Source: an optimization exercise on an open RTL-to-GDS flow (aim: small area and a short achievable clock period). Production flows keep margins and buffers that such runs may drop.
Function was not checked in any run shown here: the RTL went through the layout flow alone.

==> flow/design.v (outline; a module is shown in full before it is edited, if it fits) <==
// module FAS: 4189 lines
module FAS (data_valid, data, clk, rst, fir_d, fir_valid, fft_valid, done, freq,
 fft_d1, fft_d2, fft_d3, fft_d4, fft_d5, fft_d6, fft_d7, fft_d8,
 fft_d9, fft_d10, fft_d11, fft_d12, fft_d13, fft_d14, fft_d15, fft_d0);
  // ...
==> flow/flow/run.sh <==
#!/bin/bash
set -euo pipefail
export SETUP_SLACK_MARGIN=12.9
export BUFFER_PORTS_ARGS="-buffer_cell sky130_fd_sc_hd__buf_2"
R=orfs/results/sky130hd/FAS/base
bash standard.sh synth > flow_synth.log 2>&1
cp $R/1_2_yosys.v yosys_netlist_orig.v
python3 flow/fixfa.py yosys_netlist_orig.v $R/1_2_yosys.v > fixfa.log 2>&1
bash standard.sh > flow_layout.log 2>&1
==> flow/flow/fixfa.py <==
#!/usr/bin/env python3
"""Remove inverters around full-adder cells in a Yosys-mapped sky130 netlist.

A full adder is self-dual: FA(~a,~b,~c) = (~sum, ~cout). extract_fa leaves many inverters on the
inputs and outputs of the sky130 fa cells it places. This chooses, for each fa cell, whether it
computes on the true or the complemented signals so that as few inverters as possible remain,
then rewrites the netlist. Only inverters are added or removed; every other cell keeps its inputs'
logic values. Nets that are ports, and their inverter families, are left as they are.

usage: fixfa.py in.v out.v
"""
import re, sys, random
from collections import defaultdict

OUTPINS = {'X', 'Y', 'Q', 'Q_N', 'SUM', 'COUT', 'HI', 'LO'}
src = open(sys.argv[1]).read()
m = re.search(r'^module\s+(\w+)\s*\((.*?)\);', src, re.S | re.M)
ports = [p.strip() for p in m.group(2).replace('\n', ' ').split(',')]
body_start = m.end()
endm = src.rindex('endmodule')
body = src[body_start:endm]

cell_re = re.compile(r'^\s*(sky130_fd_sc_hd__\w+)\s+(\S+)\s*\((.*?)\);\s*$', re.S | re.M)
pin_re = re.compile(r'\.(\w+)\(\s*(.*?)\s*\)(?=\s*,|\s*$)', re.S)
cells = []
decl_lines = []
pos = 0
for cm in cell_re.finditer(body):
    cells.append([cm.group(1), cm.group(2), [(p, n.strip()) for p, n in pin_re.findall(cm.group(3))]])
# everything that is not a cell instance: declarations
rest = cell_re.sub('', body)
if re.search(r'\bassign\b', rest):
    sys.stderr.write('fixfa: netlist has assign statements; leaving it unchanged\n')
    open(sys.argv[2], 'w').write(src); sys.exit(0)

# port bit nets
port_decl = {}
for d in re.finditer(r'^\s*(input|output|inout)\s+(\[(\d+):(\d+)\]\s*)?(\S+?)\s*;', rest, re.M):
    port_decl[d.group(5)] = (d.group(1), d.group(3), d.group(4))
def is_port_net(n):
    base = n.split('[')[0].strip()
    return base in port_decl
isinv = lambda t: re.match(r'sky130_fd_sc_hd__(clk)?inv_\d+$', t) is not None
isfa = lambda t: re.match(r'sky130_fd_sc_hd__fa_\d+$', t) is not None

driver = {}
for ci, (t, name, pins) in enumerate(cells):
    for p, n in pins:
        if p in OUTPINS: driver[n] = (ci, p)
# root of each net through inverter chains
def root(n):
    par = 0; seen = 0
    while n in driver and isinv(cells[driver[n][0]][0]) and seen < 50:
        ci = driver[n][0]
        n = dict(cells[ci][2])['A']; par ^= 1; seen += 1
    return n, par
# families
fam_nets = defaultdict(set)
for ci, (t, name, pins) in enumerate(cells):
    for p, n in pins:
        r, _ = root(n); fam_nets[r].add(n)
frozen = set()
for r, ns in fam_nets.items():
    if any(is_port_net(n) for n in ns) or r not in driver: frozen.add(r)
# inverter cells in frozen families stay
# consumers per root: (ci, pin, parity)
cons = defaultdict(list)
for ci, (t, name, pins) in enumerate(cells):
    if isinv(t):
        r, _ = root(dict(pins)['A'])
        if r not in frozen: continue  # removed inverter: its consumers are attributed below
    for p, n in pins:
        if p in OUTPINS: continue
        r, par = root(n)
        if r in frozen: continue
        cons[r].append((ci, p, par))
fa_cells = [ci for ci, c in enumerate(cells) if isfa(c[0])]
flip = defaultdict(int)
fixed_fa = set()
for ci in fa_cells:
    for p, n in cells[ci][2]:
        if p in OUTPINS and n in frozen: fixed_fa.add(ci)
        if root(n)[0] in frozen: fixed_fa.add(ci)
fa_roots = defaultdict(set)
for ci in fa_cells:
    for p, n in cells[ci][2]:
        r = root(n)[0]
        if r not in frozen: fa_roots[ci].add(r)
SWAP = {'sky130_fd_sc_hd__xor2_1': 'sky130_fd_sc_hd__xnor2_1', 'sky130_fd_sc_hd__xnor2_1': 'sky130_fd_sc_hd__xor2_1'}
drv_fa = {}
swap_cells = []
for r in cons:
    ci, p = driver[r]
    if isfa(cells[ci][0]): drv_fa[r] = ci
    elif cells[ci][0] in SWAP and ci not in fixed_fa:
        drv_fa[r] = ci; swap_cells.append(ci); fa_roots[ci].add(r)
def native(r):
    ci = drv_fa.get(r)
    return flip[ci] if ci is not None else 0
def req(ci, p, par):
    return par ^ (flip[ci] if isfa(cells[ci][0]) else 0)
def cost(r):
    nat = native(r)
    return 1 if any(req(ci, p, par) != nat for ci, p, par in cons[r]) else 0
total0 = sum(cost(r) for r in cons)
order0 = [ci for ci in fa_cells if ci not in fixed_fa] + swap_cells
def optimize(seed, sweeps=150):
    import math
    random.seed(seed)
    for ci in order0: flip[ci] = 0
    cur = sum(cost(r) for r in cons)
    best = (cur, {ci: flip[ci] for ci in order0})
    order = list(order0)
    for sw in range(sweeps):
        T = 0.6 * (1 - sw / sweeps) + 0.01
        random.shuffle(order)
        for ci in order:
            rs = fa_roots[ci]
            before = sum(cost(r) for r in rs)
            flip[ci] ^= 1
            d = sum(cost(r) for r in rs) - before
            if d <= 0 or random.random() < math.exp(-d / T):
                cur += d
            else:
                flip[ci] ^= 1
        if cur < best[0]: best = (cur, {ci: flip[ci] for ci in order0})
    return best
best = None
for seed in range(3):
    c, fl = optimize(seed)
    if best is None or c < best[0]: best = (c, fl)
for ci, v in best[1].items(): flip[ci] = v
total1 = sum(cost(r) for r in cons)
ninv_old = sum(1 for c in cells if isinv(c[0]))
sys.stderr.write(f'fixfa: {len(fa_cells)} fa cells, {ninv_old} inverters; roots needing an inverter {total0} -> {total1}\n')

# rebuild
esc = lambda n: n + ' ' if n.startswith('\\') and not n.endswith(' ') else n
newnets = []
cnt = [0]
def newnet():
    cnt[0] += 1; n = f'_fixfa_n{cnt[0]}_'; newnets.append(n); return n
phys = {}   # (r, parity) -> net name
addcells = []
for r in cons:
    nat = native(r)
    if nat == 0:
        phys[(r, 0)] = r
    else:
        phys[(r, 1)] = newnet()
    need = set(req(ci, p, par) for ci, p, par in cons[r])
    other = 1 - nat
    if other in need:
        src_net = phys[(r, nat)]
        if other == 0:
            out = r   # true polarity keeps the original name
        else:
            out = newnet()
        phys[(r, other)] = out
        cnt[0] += 1
        addcells.append(['sky130_fd_sc_hd__inv_1', f'_fixfa_i{cnt[0]}_', [('A', src_net), ('Y', out)]])
out_cells = []
swap_set = set(swap_cells)
for ci, (t, name, pins) in enumerate(cells):
    if isinv(t):
        r, _ = root(dict(pins)['A'])
        if r not in frozen: continue
    newpins = []
    for p, n in pins:
        if p in OUTPINS:
            if n in cons or (n in driver and n == root(n)[0] and n in phys.values()):
                pass
            if n in cons:   # a non-frozen root driven here
                n = phys[(n, native(n))]
            newpins.append((p, n)); continue
        r, par = root(n)
        if r in frozen: newpins.append((p, n)); continue
        newpins.append((p, phys[(r, req(ci, p, par))]))
    if ci in swap_set and flip[ci]:
        t = SWAP[t]
        newpins = [({'X': 'Y', 'Y': 'X'}.get(p, p), n) for p, n in newpins]
    out_cells.append([t, name, newpins])
out_cells += addcells
# remove declarations of nets no longer used? keep them (harmless wires)
lines = [src[:body_start], rest.rstrip('\n') + '\n']
for n in newnets: lines.append(f'  wire {n};\n')
for t, name, pins in out_cells:
    lines.append(f'  {t} {esc(name)} (\n' + ',\n'.join(f'    .{p}({esc(n)})' for p, n in pins) + '\n  );\n')
lines.append('endmodule\n')
open(sys.argv[2], 'w').write(''.join(lines))
ninv_new = sum(1 for c in out_cells if isinv(c[0]))
sys.stderr.write(f'fixfa: inverters {ninv_old} -> {ninv_new}\n')
==> flow/standard.sh <==
#!/bin/bash
# synth_recipe.tcl (not shown) runs the flow's synth.tcl, then flattens the netlist and writes it again
# the make line also repeats each setting of config.mk as NAME=value (left out here)
make -C /OpenROAD-flow-scripts/flow DESIGN_CONFIG=/design/flow/config.mk WORK_HOME=/design/flow/orfs CLKGATE_MAP_FILE= SYNTH_SCRIPT=/design/flow/synth_recipe.tcl "${@:-finish}"
==> flow/config.mk <==
export PLATFORM = sky130hd
export DESIGN_NAME = FAS
export DESIGN_NICKNAME = FAS
export VERILOG_FILES = /design/flow/design.v
export SDC_FILE = /design/flow/constraint.sdc
export NUM_CORES = 8
export LEC_CHECK = 0
export CAP_MARGIN = 20
export CORE_MARGIN = 2
export CORE_UTILIZATION = 40
export CTS_CLUSTER_DIAMETER = 150
export CTS_CLUSTER_SIZE = 20
export SLEW_MARGIN = 20
==> flow/constraint.sdc <==
create_clock -name core_clock -period 18.0 [get_ports {clk}]
set_input_delay 3.6000 -clock core_clock [delete_from_list [all_inputs] [get_ports {clk}]]
set_output_delay 3.6000 -clock core_clock [all_outputs]
set_load 0.01 [all_outputs]
==> metrics.md, run 1 <==
| Metric | Value |
|---|---|
| Port-buffer cells | `521` |
| Worst slew pin tran | `1.13 ns` |
| Top reg by flops | `x` |
| RSZ-0062 raised after global routing | `yes` |
| Initial Util | `0.402` |
| P&R area growth vs syn | `9.50%` |
| Max-Cap Viols | `0` |
| Pre-CTS setup slack | `12.22 ns` |
| Tapcells | `4387` |
| R2R depth | `18` |
| Fmax | `196 MHz` |
| TritonCTS Sinks | `2395` |
| Top Ports | `554` |
| Final nets | `15137` |
| DP HPWL | `311000 µm` |
| Final wirelength | `384000 µm` |
| Top routing layer in use | `met5` |
| Fin Setup TNS | `0 ns` |
| Most common cell after layout, fill and taps aside | `dfxtp_1` |
| Status | `no timing/DRC/antenna violations` |
| Max-area cell class | `multi-input combinational cells` |
| Met2 wire length | `182000 µm` |
| Clock-pin slew on the worst setup and hold paths | `0.08 ns` |
| Die Span Y | `582 µm` |
| Worst r2r src | `f3i[11]$_DFF_P_` |
| CP dominant cell by count | `buf_6` |
| Post_cts resized | `299` |
| Final setup vio count | `0` |
| Finished Cell Area | `147000 µm²` |
| Ys Warns | `4` |
| Met1 Wirelength | `161000 µm` |
| First-pass GRT wire length | `573000 µm` |
| Met3 usage | `0.0345` |
| WP data arrival | `1.50 ns` |
| Clk_skew | `0.0855 ns` |
| GRT overflow | `0` |
| Placement Cell Area | `141000 µm²` |
| Clock latency on the worst-skew pair | `0.89 ns` |
| Fill count | `31363` |
==> inputs of run 2 (changes only) <==
--- a/flow/flow/run.sh
+++ b/flow/flow/run.sh
@@ -1,6 +1,6 @@
 #!/bin/bash
 set -euo pipefail
-export SETUP_SLACK_MARGIN=12.9
+export SETUP_SLACK_MARGIN=13.1
 export BUFFER_PORTS_ARGS="-buffer_cell sky130_fd_sc_hd__buf_2"
 R=orfs/results/sky130hd/FAS/base
 bash standard.sh synth > flow_synth.log 2>&1
==> run 2 against run 1 <==
Register-to-register slack better by 0.09 ns. Non-clock buffer count is 142 higher. Synthesized cell count stayed put. Sequential share of layout area is 0.60 points lower. Synthesized area stayed put. Critical path type unchanged. Sequential cell count stayed put. Utilization is 1.4 points higher.
==> metrics.md, run 2 <==
| Metric | Value |
|---|---|
| Status | `no timing/DRC/antenna violations` |
| Worst r2r src | `u15[3]$_DFF_P_` |
| Ys Warns | `4 (unchanged)` |
| Met1 Wirelength | `163000 µm (+1.5%)` |
| WP data arrival | `1.49 ns (about the same)` |
| Maximum root-to-sink buffer count | `4` |
| Clock period minus worst slack | `5.09 ns` |
| Port-buffer cells | `521 (unchanged)` |
| Vias in the first global route | `89207` |
| Final wirelength | `391000 µm (+1.8%)` |
| Placed insts | `16725` |
| First-pass GRT wire length | `581000 µm (+1.3%)` |
| Critical Path Start Type | `flip-flop` |
| Routed Antenna Nets | `0` |
| Most common cell after layout, fill and taps aside | `dfxtp_1` |
| # DRC | `0` |
| DP HPWL | `311000 µm (unchanged)` |
| Share of cells above drive strength 1 | `0.142` |
| TritonCTS Sinks | `2395 (unchanged)` |
| Worst slew pin tran | `1.14 ns (+0.00795 ns)` |
| RSZ-0062 raised after global routing | `yes` |
| DRT Pass-1 Iters | `8` |
| Overall routing resource usage | `0.228` |
| Via density | `5.17` |
| Critical path launch point | `ch[0][8]$_DFF_P_` |
| Cells along the critical path | `buf_6, buf_6` |
| Met3 WL | `23300 µm` |
| Met2 wire length | `186000 µm (+2.1%)` |
| Core Util, Final | `0.454` |
| Crit share post-route | `0.283` |
| Syn avg cell area | `11.1 µm²` |
| Via count | `88328` |
| Slowest library cell on the worst path | `dfxtp_4` |
| GRT overflow | `0 (unchanged)` |
| Top Ports | `554 (unchanged)` |
| Crit path capture type | `output port` |
| Fill count | `30643 (-2.3%)` |
| Final setup vio count | `0 (unchanged)` |
| Mapped Cells | `12044` |
| Max-slew violations | `0` |
| P&R area growth vs syn | `12.9%` |
| Area of the mapped netlist | `134000 µm²` |
| CP dominant cell by count | `buf_6` |
| GPL Wtd Cong | `0.981` |
| Initial Util | `0.402 (unchanged)` |
| Req. time, crit path | `14.40 ns` |
| Fin Setup TNS | `0 ns (unchanged)` |
| Min-Delay Path Class | `reg2reg` |
| Crit-path max cell delay | `0.38 ns` |
| Top routing layer in use | `met5` |
| Top reg by flops | `x` |
| Crit path max fanout | `2` |
| Pre-CTS setup slack | `12.22 ns (unchanged)` |
| Core area | `333000 µm²` |
| Most frequent cells in the layout | `1826 x dfxtp_1, 1624 x fa_1, 1139 x inv_1, 962 x ha_1, 767 x nor2_1` |
| Hold Violations, Final | `0` |
| Max reg flops | `512` |
| Max_slew headroom | `0.231` |
| Regs by FF count | `x: 512 flops, ch: 480 flops, d1: 136 flops` |
| Startpoint of the worst hold path | `d1[6][3]$_DFF_P_` |
| CTS H-tree depth | `4` |
| Die Span Y | `582 µm (unchanged)` |
| CTS tree | `built` |
| Initial antenna violation count | `6` |
| Clock latency on the worst-skew pair | `0.89 ns (about the same)` |
| Die area | `339000 µm²` |
| Clk_skew | `0.0781 ns (-0.00738 ns)` |
| Placement Cell Area | `141000 µm² (unchanged)` |
| CTS root buf | `clkbuf_16` |
| 1st-iter DRT viols | `6193` |
| TritonCTS buffer count | `143` |
| Fmax | `196 MHz (about the same)` |
| Min-Delay Path Depth | `0` |
| Post-cts hold buffer count | `0` |
| R2R depth | `10 (-8)` |
| Clock-pin slew on the worst setup and hold paths | `0.09 ns (about the same)` |
| Final nets | `15280 (+0.94%)` |
| Chip Width | `582 µm` |
| Largest net degree at the start of global routing | `83` |
| PnR worst setup slack | `12.91 ns` |
| Final cell count without fillers | `17097` |
| Num rows | `212` |
| Finished Cell Area | `151000 µm² (+3.1%)` |
| Routed WL per cell | `22.9 µm` |
| Max-Cap Viols | `0 (unchanged)` |
| Kind of critical path | `reg2out` |
## run 2: cell count changes in the layout (fill, tap and decap cells not counted), moves of 3 or more
cell      before   now
buf_4        116   235
buf_8          2     8
buf_2        459    34
ha_1         965   962
buf_6         38   481
dfxtp_1     2198  1826
dfxtp_2       94   404
clkbuf_4       4     0
dfxtp_4       39   101
ha_2           0     3
## run 2: area by class of cell
class / instances / area [µm²] / area share
diodes: 7 / 17.5 / 0.000116
clock buffers: 163 / 3700 / 0.0245
well taps: 4387 / 5490 / 0.0363
repair inverters: 1 / 5.00 / 0.0000331
flip-flops and latches: 2395 / 49400 / 0.327
multi-input cells: 8201 / 79900 / 0.529
inverters: 1140 / 4280 / 0.0283
repair buffers: 790 / 8120 / 0.0537
clock inverters: 13 / 188 / 0.00124
## run 2: final timing paths
kind | endpoint | slack, ns
worst max-delay path | fft_d15[8] | 12.91
min in group asynchronous | fft_v$_DFF_PP0_ | 2.80
worst min register to register | d1[7][3]$_DFF_P_ | 0.31
worst min-delay path | d1[7][3]$_DFF_P_ | 0.31
worst max register to register | fir_r1443$_DFF_P_ | 13.24
max in group asynchronous | ph[1]$_DFF_PP0_ | 14.79
## run 2: timing repair
item / 4_1_cts / 5_1_grt
pin swaps: 1 / 9
endpoints found under the setup margin: 593 / 570
gates resized for setup: 1201 / 103
gates cloned: 1 / 2
setup buffers: 129 / 57
## run 2: through the flow
stage | hold WS (ns)
after floorplan | 0.310
after global placement | 0.310
after detailed placement | 0.312
after CTS | 0.295
after global routing | 0.318
final | 0.308
## run 2: critical path: cells and delay by family, from the launching register on
kind,cells,cell delay (ns)
flops,1,0.38
buf+inv,2,0.24
## run 2: layer usage
| layer | up-vias | track usage |
|---|---|---|
| met1 | 43880 | 0.295 |
| met3 | 632 | 0.0345 |
| li1 | 41124 | - |
| met5 | - | 0 |
| met2 | 2690 | 0.381 |
| met4 | 2 | 0.0888 |
==> inputs of run 3 (changes only) <==
--- a/flow/flow/run.sh
+++ b/flow/flow/run.sh
@@ -1,6 +1,6 @@
 #!/bin/bash
 set -euo pipefail
-export SETUP_SLACK_MARGIN=13.1
+export SETUP_SLACK_MARGIN=12.9
 export BUFFER_PORTS_ARGS="-buffer_cell sky130_fd_sc_hd__buf_2"
 R=orfs/results/sky130hd/FAS/base
 bash standard.sh synth > flow_synth.log 2>&1
--- a/flow/config.mk
+++ b/flow/config.mk
@@ -7,7 +7,7 @@
 export LEC_CHECK = 0
 export CAP_MARGIN = 20
 export CORE_MARGIN = 2
-export CORE_UTILIZATION = 40
+export CORE_UTILIZATION = 60
 export CTS_CLUSTER_DIAMETER = 150
 export CTS_CLUSTER_SIZE = 20
 export SLEW_MARGIN = 20
==> run 3 against run 2 <==
Still clean on timing, DRC and antenna. Synthesized area is the same. Die area fell by 33%. Sequential share of layout area grew 1.1 points. Clock skew fell by 0.011 ns. Clock-buffer cell count shrank 5. Maximum frequency shrank 0.24%. Worst setup slack got worse by 0.012 ns. Via count rose by 2.1%. Critical path type is now reg2reg.
==> metrics.md, run 3 <==
| Metric | Value |
|---|---|
| Mapped Cells | `12044 (unchanged)` |
| Crit path max fanout | `9 (+7)` |
| Critical Path Start Type | `flip-flop` |
| Area of the mapped netlist | `134000 µm² (unchanged)` |
| CTS tree | `built` |
| R2R depth | `18 (+8)` |
| DP HPWL | `318000 µm (+2.3%)` |
| Ys Warns | `4 (unchanged)` |
| Most frequent cells in the layout | `2253 x dfxtp_1, 1624 x fa_1, 1139 x inv_1, 965 x ha_1, 768 x nor2_1` |
| Regs by FF count | `x: 512 flops, ch: 480 flops, d1: 136 flops` |
| Clock latency on the worst-skew pair | `0.85 ns (-0.04 ns)` |
| Largest net degree at the start of global routing | `95 (+14%)` |
| Placed insts | `15305 (-8.5%)` |
| # DRC | `0 (unchanged)` |
| Routed Antenna Nets | `0 (unchanged)` |
| Max-Cap Viols | `0 (unchanged)` |
| CTS H-tree depth | `4 (unchanged)` |
| CTS root buf | `clkbuf_16` |
| Final cell count without fillers | `15520 (-9.2%)` |
| Startpoint of the worst hold path | `x[30][11]$_DFF_P_` |
| Final setup vio count | `0 (unchanged)` |
| Final nets | `15112 (-1.1%)` |
| Endpoint, Worst Hold | `x[31][11]$_DFF_P_` |
| Fmax | `196 MHz (-0.24%)` |
| Max-slew violations | `0 (unchanged)` |
| Core area | `222000 µm² (-33%)` |
| Slowest library cell on the worst path | `or4_1` |
| Clk_skew | `0.0666 ns (-0.0115 ns)` |
| Top reg by flops | `x` |
| WP data arrival | `5.88 ns (+4.39 ns)` |
| Overall routing resource usage | `0.344 (+0.116)` |
| Via count | `90143 (+2.1%)` |
| Routed WL per cell | `25.1 µm (+9.7%)` |
| P&R area growth vs syn | `7.75%` |
| 1st-iter DRT viols | `7834 (+26%)` |
| Worst r2r src | `f3i[11]$_DFF_P_` |
| Syn avg cell area | `11.1 µm² (unchanged)` |
| Min Hold Slack | `0.301 ns (-0.00724 ns)` |
| DRT Pass-1 Iters | `6 (-2)` |
| Req. time, crit path | `18.77 ns (+4.37 ns)` |
| TritonCTS buffer count | `138 (-3.5%)` |
| Die area | `227000 µm² (-33%)` |
| Share of cells above drive strength 1 | `0.0951 (-0.0466)` |
| Crit-path max cell delay | `0.49 ns (+0.11 ns)` |
| First-pass GRT wire length | `587000 µm (+0.97%)` |
| GRT overflow | `0 (unchanged)` |
| Clock period minus worst slack | `5.11 ns (+0.0122 ns)` |
| Max_slew headroom | `0.238 (+0.00645)` |
| Initial Util | `0.603 (+0.201)` |
| Maximum root-to-sink buffer count | `3 (-1)` |
| Crit path capture type | `flip-flop` |
| Fin Setup TNS | `0 ns (unchanged)` |
| Crit share post-route | `0.284 (+0.000678)` |
| Most common cell after layout, fill and taps aside | `dfxtp_1` |
| Worst slew pin tran | `1.13 ns (-0.0124 ns)` |
| Min-Delay Path Class | `reg2reg` |
| Delay-heaviest family, CP | `simple AND/OR/NAND/NOR gates` |
| Hold Violations, Final | `0 (unchanged)` |
| Chip Width | `476 µm (-18%)` |
| Status | `no timing/DRC/antenna violations` |
| CP dominant cell by count | `a21o_1` |
| R2R Path End | `sGi[15]$_DFF_P_` |
| GPL Wtd Cong | `0.969 (-1.2%)` |
| Cells along the critical path | `inv_1, ha_1, a21o_1, a21o_1, a21o_1, a221oi_2, o311a_1, o31ai_2, or4_1, nand3_1, ha_1, nand2_1, mux2i_1, nor4b_2, nand3_2, or3_1, or4_1, o211ai_1` |
| Initial antenna violation count | `14 (+8)` |
| Min-Delay Path Depth | `0 (unchanged)` |
| Post-cts hold buffer count | `0 (unchanged)` |
| TritonCTS Sinks | `2395 (unchanged)` |
| Final wirelength | `389000 µm (-0.42%)` |
| Clock-pin slew on the worst setup and hold paths | `0.10 ns (about the same)` |
| Vias in the first global route | `92781 (+4.0%)` |
| Num rows | `173 (-18%)` |
| Max reg flops | `512 (unchanged)` |
| Top Ports | `554 (unchanged)` |
| Via density | `5.81 (+12%)` |
| Port-buffer cells | `521 (unchanged)` |
| Worst reg-to-reg setup slack | `12.89 ns (-0.35 ns)` |
| Die Span Y | `476 µm (-18%)` |
| Buf+Inv Stages, Crit Path | `1 (-1)` |
| RSZ-0062 raised after global routing | `yes` |
| Kind of critical path | `reg2reg` |
-- run 3: through the flow --
| step | setup WS, ns | util | instance area, µm² |
|---|---|---|---|
| floorplan | 13.56 | - | 134000 |
| global placement | 12.58 | 0.628 | 139000 |
| detailed placement | 12.55 | 0.628 | 139000 |
| CTS | 12.90 | 0.649 | 144000 |
| global route | 12.66 | 0.650 | 144000 |
| finish | 12.89 | 0.650 | 144000 |
-- run 3: area by class of cell --
cell class	count	area (µm²)
Clock inverter	18	458
Sequential cell	2395	48700
Fill cell	17452	77700
Timing Repair inverter	1	5.00
Antenna cell	5	12.5
Clock buffer	158	3530
Timing Repair Buffer	628	3730
Multi-Input combinational cell	8200	79800
Inverter	1140	4280
Tap cell	2975	3720
-- run 3: per-layer routing --
layer / share of wire / GRT usage
met4: 0.041 / 0.121
met1: 0.43 / 0.487
met2: 0.45 / 0.526
met3: 0.079 / 0.0692
met5: 0.000087 / 0
-- run 3: how the worst max path moves through the flow --
stage | from | to | slack, ns | depth (start not counted)
floorplan | w3$_DFF_P_ | sEi[23]$_DFF_P_ | 13.56 | 16
global placement | s1oh[6]$_DFF_P_ | tw1im_rb[12]$_DFF_P_ | 12.58 | 10
detailed placement | s1oh[6]$_DFF_P_ | tw1im_rb[12]$_DFF_P_ | 12.55 | 10
CTS | ch[1][23]$_DFF_P_ | fft_d7[23] | 12.90 | 1
global route | f3i[11]$_DFF_P_ | sGi[15]$_DFF_P_ | 12.66 | 18
finish | f3i[11]$_DFF_P_ | sGi[15]$_DFF_P_ | 12.89 | 18
-- run 3: repair_timing --
item	4_1_cts	5_1_grt
gates cloned	0	1
pin swaps	0	1
endpoints found under the setup margin	116	60
buffers inserted	30	3
gates resized for setup	153	23
==> inputs of run 4 (changes only) <==
--- a/flow/flow/run.sh
+++ b/flow/flow/run.sh
@@ -1,6 +1,6 @@
 #!/bin/bash
 set -euo pipefail
-export SETUP_SLACK_MARGIN=12.9
+export SETUP_SLACK_MARGIN=12.8
 export BUFFER_PORTS_ARGS="-buffer_cell sky130_fd_sc_hd__buf_2"
 R=orfs/results/sky130hd/FAS/base
 bash standard.sh synth > flow_synth.log 2>&1
==> run 4 against run 3 <==
Critical path type unchanged. Non-clock buffer count shrank 11. Still clean on timing, DRC and antenna. Via count decreased by 0.28%. Critical path depth stayed put.
==> metrics.md, run 4 <==
| Metric | Value |
|---|---|
| Met1 Wirelength | `168000 µm (-0.17%)` |
| Chip Width | `476 µm (unchanged)` |
| Met2 wire length | `174000 µm (about the same)` |
| Worst r2r src | `f3i[11]$_DFF_P_` |
| Syn avg cell area | `11.1 µm² (unchanged)` |
| CP dominant cell by count | `a21o_1` |
| Regs by FF count | `x: 512 flops, ch: 480 flops, d1: 136 flops` |
| Crit share post-route | `0.287 (+0.00340)` |
| WP data arrival | `5.93 ns (+0.05 ns)` |
| Critical path launch point | `f3i[11]$_DFF_P_` |
| Cells along the critical path | `inv_1, ha_1, a21o_1, a21o_1, a21o_1, a221oi_2, o311a_1, o31ai_2, or4_1, nand3_1, ha_1, nand2_1, mux2i_1, nor4b_2, nand3_1, or3_1, or4_1, o211ai_1` |
| Slowest library cell on the worst path | `or4_1` |
| First-pass GRT wire length | `585000 µm (-0.34%)` |
| Initial antenna violation count | `13 (-1)` |
| Core area | `222000 µm² (unchanged)` |
| Max_slew headroom | `0.234 (-0.00352)` |
| Die area | `227000 µm² (unchanged)` |
| TritonCTS Sinks | `2395 (unchanged)` |
| Post-cts hold buffer count | `0 (unchanged)` |
| Clk_skew | `0.0662 ns (-0.000459 ns)` |
| Ys Warns | `4 (unchanged)` |
| Crit-path max cell delay | `0.49 ns (about the same)` |
| CTS tree | `built` |
| Req. time, crit path | `18.77 ns (about the same)` |
| P&R area growth vs syn | `7.57%` |
| Most common cell after layout, fill and taps aside | `dfxtp_1` |
| RSZ-0062 raised after global routing | `yes` |
| Area of the mapped netlist | `134000 µm² (unchanged)` |
| Crit path max fanout | `9 (unchanged)` |
| Vias in the first global route | `92670 (-0.12%)` |
| Status | `no timing/DRC/antenna violations` |
| TritonCTS buffer count | `138 (unchanged)` |
| Top routing layer in use | `met5` |
| Port-buffer cells | `521 (unchanged)` |
| Clock latency on the worst-skew pair | `0.85 ns (about the same)` |
| Most frequent cells in the layout | `2301 x dfxtp_1, 1624 x fa_1, 1139 x inv_1, 965 x ha_1, 768 x nor2_1` |
| Max-Cap Viols | `0 (unchanged)` |
| Max reg flops | `512 (unchanged)` |
| Met3 WL | `29800 µm (-2.9%)` |
| Kind of critical path | `reg2reg` |
| Maximum root-to-sink buffer count | `3 (unchanged)` |
| Final wirelength | `387000 µm (-0.47%)` |
| Routed Antenna Nets | `0 (unchanged)` |
| Overall routing resource usage | `0.342 (-0.00149)` |
| Worst slew pin tran | `1.13 ns (+0.00521 ns)` |
| Mapped Cells | `12044 (unchanged)` |
| Fill count | `17481 (+0.17%)` |
| Via density | `5.79 (-0.24%)` |
| Num rows | `173 (unchanged)` |
| Top reg by flops | `x` |
| # DRC | `0 (unchanged)` |
| Final nets | `15101 (-0.073%)` |
| GRT overflow | `0 (unchanged)` |
| Initial Util | `0.603 (unchanged)` |
| Clock-pin slew on the worst setup and hold paths | `0.09 ns (about the same)` |
| Fmax | `193 MHz (-1.2%)` |
| Critical Path Start Type | `flip-flop` |
| GPL Wtd Cong | `0.969 (unchanged)` |
| Clock period minus worst slack | `5.17 ns (+0.0612 ns)` |
| Die Span Y | `476 µm (unchanged)` |
| Startpoint of the worst hold path | `x[30][11]$_DFF_P_` |
| Final setup vio count | `0 (unchanged)` |
| Crit path capture type | `flip-flop` |
| CTS H-tree depth | `4 (unchanged)` |
| Hold Violations, Final | `0 (unchanged)` |
| Placed insts | `15305 (unchanged)` |
| DP HPWL | `318000 µm (unchanged)` |
| DRT Pass-1 Iters | `6 (unchanged)` |
| Routed WL per cell | `25.0 µm (-0.42%)` |
| Max-slew violations | `0 (unchanged)` |
| Top Ports | `554 (unchanged)` |
| CTS root buf | `clkbuf_16` |
| Via count | `89888 (-0.28%)` |
| Share of cells above drive strength 1 | `0.0904 (-0.00471)` |
| Largest net degree at the start of global routing | `95 (unchanged)` |
| 1st-iter DRT viols | `7947 (+1.4%)` |
| Min-Delay Path Class | `reg2reg` |
| Final cell count without fillers | `15513 (-0.045%)` |
| Fin Setup TNS | `0 ns (unchanged)` |
run 4: path summary, 6_finish.rpt:
check / endpoint / depth (start not counted) / slack (ns)
setup reg to reg: sGi[15]$_DFF_P_ / 18 / 12.83
min in group asynchronous: cnt[5]$_DFFE_PP0P_ / 2 / 2.84
hold reg to reg: x[31][11]$_DFF_P_ / 0 / 0.30
max in group asynchronous: cnt[1]$_DFFE_PP0P_ / 2 / 14.76
hold / removal: x[31][11]$_DFF_P_ / 0 / 0.30
setup / recovery: sGi[15]$_DFF_P_ / 18 / 12.83
run 4: critical path: cells and delay by family (launching register included):
kind            cells  cell delay [ns]
fa+ha+maj           2             0.66
simple gates        7             2.36
buf+inv             1             0.06
mux                 1             0.21
flops               1             0.38
compound gates      7             1.45
run 4: metal layers:
layer / vias to the layer above / GRT usage
li1: 40750 / -
met3: 657 / 0.0661
met4: 6 / 0.118
met5: - / 0
met1: 45069 / 0.486
met2: 3406 / 0.526
run 4: timing repair:
action	4_1_cts	5_1_grt
endpoints found under the setup margin	74	49
resized for setup	78	21
setup buffers	9	13
pin swaps	0	1
cloned	0	1
run 4: area by class of cell:
class,instances,area (µm²),area share
inverters,1140,4280,0.0298
well taps,2975,3720,0.0259
flip-flops and latches,2395,48600,0.337
clock inverters,18,458,0.00318
clock buffers,158,3530,0.0245
multi-input cells,8200,79800,0.554
repair inverters,1,5.00,0.0000348
diodes,9,22.5,0.000156
repair buffers,617,3570,0.0248
run 4: metrics by stage:
stage / setup WS (ns) / hold slack (ns) / utilization / instance area (µm²)
after global placement: 12.58 / 0.310 / 0.628 / 139000
after detailed placement: 12.55 / 0.312 / 0.628 / 139000
after CTS: 12.75 / 0.298 / 0.648 / 144000
final: 12.83 / 0.302 / 0.649 / 144000
after floorplan: 13.56 / 0.310 / - / 134000
after global routing: 12.59 / 0.315 / 0.649 / 144000

==> re-timing with driven ports <==
How much do the figures lean on ideal ports? The routed layouts below were timed once more, with nothing changed but the port constraints.
Step 1 (the two cells are an assumption about what drives the block):
set clk [get_ports {clk}]
set_driving_cell -lib_cell sky130_fd_sc_hd__clkbuf_16 $clk
set_driving_cell -lib_cell sky130_fd_sc_hd__buf_2 [delete_from_list [all_inputs] $clk]
Step 2 moves the port delays by t, midway between the first and last clock arrival at a register: inputs arrive t later, outputs are due t later. That takes back most of the time a late clock gives input paths.
Three values: ideal, step 1, step 2; two values: the first two.
| run | t (ns) | setup WS [ns] | worst hold slack (ns) | latest minus earliest clock arrival (ns) |
|---|---|---|---|---|
| run 1 | 0.942 | 12.901 / 12.807 / 13.147 | 0.284 / 0.284 / 0.284 | 0.086 / 0.085 |
| run 2 | 0.945 | 12.905 / 12.811 / 13.241 | 0.308 / 0.308 / 0.308 | 0.082 / 0.083 |
| run 3 | 0.916 | 12.893 / 12.849 / 12.893 | 0.301 / 0.301 / 0.301 | 0.079 / 0.080 |
| run 4 | 0.914 | 12.832 / 12.755 / 12.832 | 0.302 / 0.302 / 0.302 | 0.077 / 0.078 |
After both steps setup and hold are still met in every run listed.
